This is an optimization exercise on Yosys and OpenROAD, whose aim is small area, a short achievable clock period and few clock cycles, not a production implementation.
RTL that was checked went through simulation tests only; none was proved equivalent to the original.
Power and IR drop assume default switching activity.

## dot_prod
module dot_prod (
  input wire clk, r_enable,
  input wire[9:0] init_i_t_a,
  input wire signed[63:0] init_acc_t_a,
  output wire[9:0] a_addr,
  input wire signed[26:0] a_rdata,
  output wire[9:0] b_addr,
  input wire signed[26:0] b_rdata,
  output reg w_enable,
  output reg signed[63:0] result
);
  reg [9:0] k;
  assign a_addr = k;
  assign b_addr = k;
  wire stop = (k == 10'd1000);
  reg v1, v2, v3;   
  reg q1, q2;       
  always @(posedge clk) begin
    if (r_enable) begin
      k <= init_i_t_a;
      v1 <= 1'b0;
      v2 <= 1'b0;
      v3 <= 1'b0;
      q1 <= 1'b0;
      q2 <= 1'b0;
      w_enable <= 1'b0;
    end else begin
      k <= k + {9'd0, ~stop};
      v1 <= !stop;
      v2 <= v1;
      v3 <= v2;
      q1 <= stop;
      q2 <= q1;
      w_enable <= q2;
    end
  end
  reg [26:0] ra;
  reg [13:0] bone, btwo, bneg;
  wire [27:0] bx = {b_rdata[26], b_rdata};
  wire [13:0] e_one, e_two, e_neg;
  genvar gi;
  generate
    for (gi = 0; gi < 14; gi = gi + 1) begin : enc
      wire bl = (gi == 0) ? 1'b0 : bx[2*gi-1];
      wire bm = bx[2*gi];
      wire bh = bx[2*gi+1];
      assign e_one[gi] = bm ^ bl;
      assign e_two[gi] = (bh & ~bm & ~bl) | (~bh & bm & bl);
      assign e_neg[gi] = bh;
    end
  endgenerate
  always @(posedge clk) begin
    ra <= a_rdata;
    bone <= e_one;
    btwo <= e_two;
    bneg <= e_neg;
  end
  wire [27:0] ax = {ra[26], ra};
  wire [27:0] pp0;
  wire [27:0] pp1;
  wire [27:0] pp2;
  wire [27:0] pp3;
  wire [27:0] pp4;
  wire [27:0] pp5;
  wire [27:0] pp6;
  ...
Size: ~2,400 cells after synthesis, about 250 flip-flops, about 26,000 sq um of cells after synthesis.
Settings: LEC_CHECK=0, CAP_MARGIN=20, CORE_MARGIN=2, CORE_UTILIZATION=60, CTS_CLUSTER_SIZE=40, SLEW_MARGIN=60, SYNTH_HIERARCHICAL=1, SYNTH_MINIMUM_KEEP_SIZE=0; clock period 14.0 ns.
standard.sh (not shown) runs the stock make flow with config.mk's settings and CLKGATE_MAP_FILE= SYNTH_SCRIPT=/design/flow/synth_recipe.tcl, a recipe that flattens the netlist after the stock synthesis.
==> flow/flow/run.sh <==
#!/bin/bash
# Standard ORFS layout, except that the port buffers inserted by buffer_ports are
# sky130_fd_sc_hd__buf_2 instead of the resizer's default pick (a clock delay buffer).
set -euo pipefail
export BUFFER_PORTS_ARGS="-buffer_cell sky130_fd_sc_hd__buf_2"
bash standard.sh > run_standard.log 2>&1
The starting point completed without violations.
Testbench counts at the start, summed over its fixed seeds: cycles 64,256.
Rerun with:
--- a/flow/design.v
+++ b/flow/design.v
@@ -472,16 +472,17 @@
   assign hs[37] = ~pp13[26];
   assign hc[37] = pp13[26];
   reg [53:0] s, c;
   always @(posedge clk) begin
     s <= {pp13[27], hs[37], fs[312], fs[311], fc[309], fc[308], fs[308], fs[307], fc[305], fc[304], fc[303], fs[303], fs[302], fc[300], fc[299], fc[298], fc[297], fc[296], fc[295], fc[294], fc[293], fc[292], fc[291], fc[290], fc[289], fc[288], fc[287], fc[286], fc[285], fc[284], fc[283], fc[282], fc[281], fc[280], fc[279], fc[278], fc[277], fc[276], fc[275], fc[274], fc[273], fc[272], fc[271], fc[270], fc[269], fc[268], fc[267], fc[266], fc[265], hc[36], hc[35], pp1[0], pp0[1], bneg[0]};
     c <= {hc[37], fc[312], fc[311], fc[310], fs[310], fs[309], fc[307], fc[306], fs[306], fs[305], fs[304], fc[302], fc[301], fs[301], fs[300], fs[299], fs[298], fs[297], fs[296], fs[295], fs[294], fs[293], fs[292], fs[291], fs[290], fs[289], fs[288], fs[287], fs[286], fs[285], fs[284], fs[283], fs[282], fs[281], fs[280], fs[279], fs[278], fs[277], fs[276], fs[275], fs[274], fs[273], fs[272], fs[271], fs[270], fs[269], fs[268], fs[267], fs[266], fs[265], hs[36], hs[35], 1'b0, pp0[0]};
   end
-  wire [53:0] sg = s;
-  wire [53:0] cg = c;
+  wire g = v3;
+  wire [53:0] sg = s & {54{g}};
+  wire [53:0] cg = c & {54{g}};
   wire [63:0] x2, y2;
   dp_fa u_l2_0 (.a(result[0]), .b(sg[0]), .c(cg[0]), .s(x2[0]), .co(y2[0]));
   dp_ha u_l2_1 (.a(result[1]), .b(sg[1]), .s(x2[1]), .co(y2[1]));
   dp_fa u_l2_2 (.a(result[2]), .b(sg[2]), .c(cg[2]), .s(x2[2]), .co(y2[2]));
   dp_fa u_l2_3 (.a(result[3]), .b(sg[3]), .c(cg[3]), .s(x2[3]), .co(y2[3]));
   dp_fa u_l2_4 (.a(result[4]), .b(sg[4]), .c(cg[4]), .s(x2[4]), .co(y2[4]));
   dp_fa u_l2_5 (.a(result[5]), .b(sg[5]), .c(cg[5]), .s(x2[5]), .co(y2[5]));
@@ -529,34 +530,34 @@
   dp_fa u_l2_47 (.a(result[47]), .b(sg[47]), .c(cg[47]), .s(x2[47]), .co(y2[47]));
   dp_fa u_l2_48 (.a(result[48]), .b(sg[48]), .c(cg[48]), .s(x2[48]), .co(y2[48]));
   dp_fa u_l2_49 (.a(result[49]), .b(sg[49]), .c(cg[49]), .s(x2[49]), .co(y2[49]));
   dp_fa u_l2_50 (.a(result[50]), .b(sg[50]), .c(cg[50]), .s(x2[50]), .co(y2[50]));
   dp_fa u_l2_51 (.a(result[51]), .b(sg[51]), .c(cg[51]), .s(x2[51]), .co(y2[51]));
   dp_fa u_l2_52 (.a(result[52]), .b(sg[52]), .c(cg[52]), .s(x2[52]), .co(y2[52]));
   dp_fa u_l2_53 (.a(result[53]), .b(sg[53]), .c(cg[53]), .s(x2[53]), .co(y2[53]));
-  assign x2[54] = ~result[54];
-  assign y2[54] = result[54];
-  assign x2[55] = ~result[55];
-  assign y2[55] = result[55];
-  assign x2[56] = ~result[56];
-  assign y2[56] = result[56];
-  assign x2[57] = ~result[57];
-  assign y2[57] = result[57];
-  assign x2[58] = ~result[58];
-  assign y2[58] = result[58];
-  assign x2[59] = ~result[59];
-  assign y2[59] = result[59];
-  assign x2[60] = ~result[60];
-  assign y2[60] = result[60];
-  assign x2[61] = ~result[61];
-  assign y2[61] = result[61];
-  assign x2[62] = ~result[62];
-  assign y2[62] = result[62];
-  assign x2[63] = ~result[63];
-  assign y2[63] = result[63];
+  assign x2[54] = result[54] ^ g;
+  assign y2[54] = result[54] & g;
+  assign x2[55] = result[55] ^ g;
+  assign y2[55] = result[55] & g;
+  assign x2[56] = result[56] ^ g;
+  assign y2[56] = result[56] & g;
+  assign x2[57] = result[57] ^ g;
+  assign y2[57] = result[57] & g;
+  assign x2[58] = result[58] ^ g;
+  assign y2[58] = result[58] & g;
+  assign x2[59] = result[59] ^ g;
+  assign y2[59] = result[59] & g;
+  assign x2[60] = result[60] ^ g;
+  assign y2[60] = result[60] & g;
+  assign x2[61] = result[61] ^ g;
+  assign y2[61] = result[61] & g;
+  assign x2[62] = result[62] ^ g;
+  assign y2[62] = result[62] & g;
+  assign x2[63] = result[63] ^ g;
+  assign y2[63] = result[63] & g;
   wire [63:0] ay = {y2[62:0], 1'b0};
   wire [63:0] pg_g, pg_p, sum;
   assign pg_g[0] = 1'b0;
   assign pg_p[0] = x2[0];
   dp_ha u_pg1 (.a(x2[1]), .b(ay[1]), .s(pg_p[1]), .co(pg_g[1]));
   dp_ha u_pg2 (.a(x2[2]), .b(ay[2]), .s(pg_p[2]), .co(pg_g[2]));
   dp_ha u_pg3 (.a(x2[3]), .b(ay[3]), .s(pg_p[3]), .co(pg_g[3]));
@@ -1065,16 +1066,15 @@
   assign sum[58] = pg_p[58] ^ sk5_g57;
   assign sum[59] = pg_p[59] ^ sk5_g58;
   assign sum[60] = pg_p[60] ^ sk5_g59;
   assign sum[61] = pg_p[61] ^ sk5_g60;
   assign sum[62] = pg_p[62] ^ sk5_g61;
   assign sum[63] = pg_p[63] ^ sk5_g62;
   always @(posedge clk) begin
-    if (r_enable) result <= init_acc_t_a;
-    else if (v3) result <= sum;
+    result <= r_enable ? init_acc_t_a : sum;
   end
 endmodule
 `default_nettype wire
 module dp_fa (input wire a, b, c, output wire s, co);
   assign s = a ^ b ^ c;
   assign co = (a & b) | (a & c) | (b & c);
 endmodule
After rerunning:
- wire length rose by 0.52%
- final area grows by 0.62%
- combinational power shrinks by 49%
- final cell count is higher by 3.6%
- clock power goes up by 4.2%
- non-clock buffer count fell by 1
- global-route usage is about the same
- area after synthesis is about the same
- critical path depth is higher by 13
- worst setup slack got worse by 0.16 ns
Only the layout flow was run in the second run of this note; the RTL was not checked for function there.

re-timing with driven ports:
How much do the figures lean on ideal ports? The routed layouts below were timed once more, with nothing changed but the port constraints.
Step 1 sets driving cells, clkbuf_16 on the clock port and buf_2 on the other inputs (assumed; they add their load-dependent delay and slew).
Step 2, shift: input delay + t, output delay - t, t = (earliest + latest rising clock arrival at the registers) / 2. This alone moves slack from input paths to output paths.
Slacks: ideal / step 1 / step 2; pairs: ideal / step 1.
| run | shift t [ns] | slack for setup (ns) | worst setup path at the end |
|---|---|---|---|
| the first run | 0.631 | 9.962 / 9.903 / 9.381 | input to register |
| the second run | 0.637 | 9.798 / 9.798 / 9.549 | input to register |
After both steps setup and hold are still met in every run listed. For the first run, which loses most, drivers alone change the setup slack by -0.059 ns; drivers and shift together by -0.581 ns.
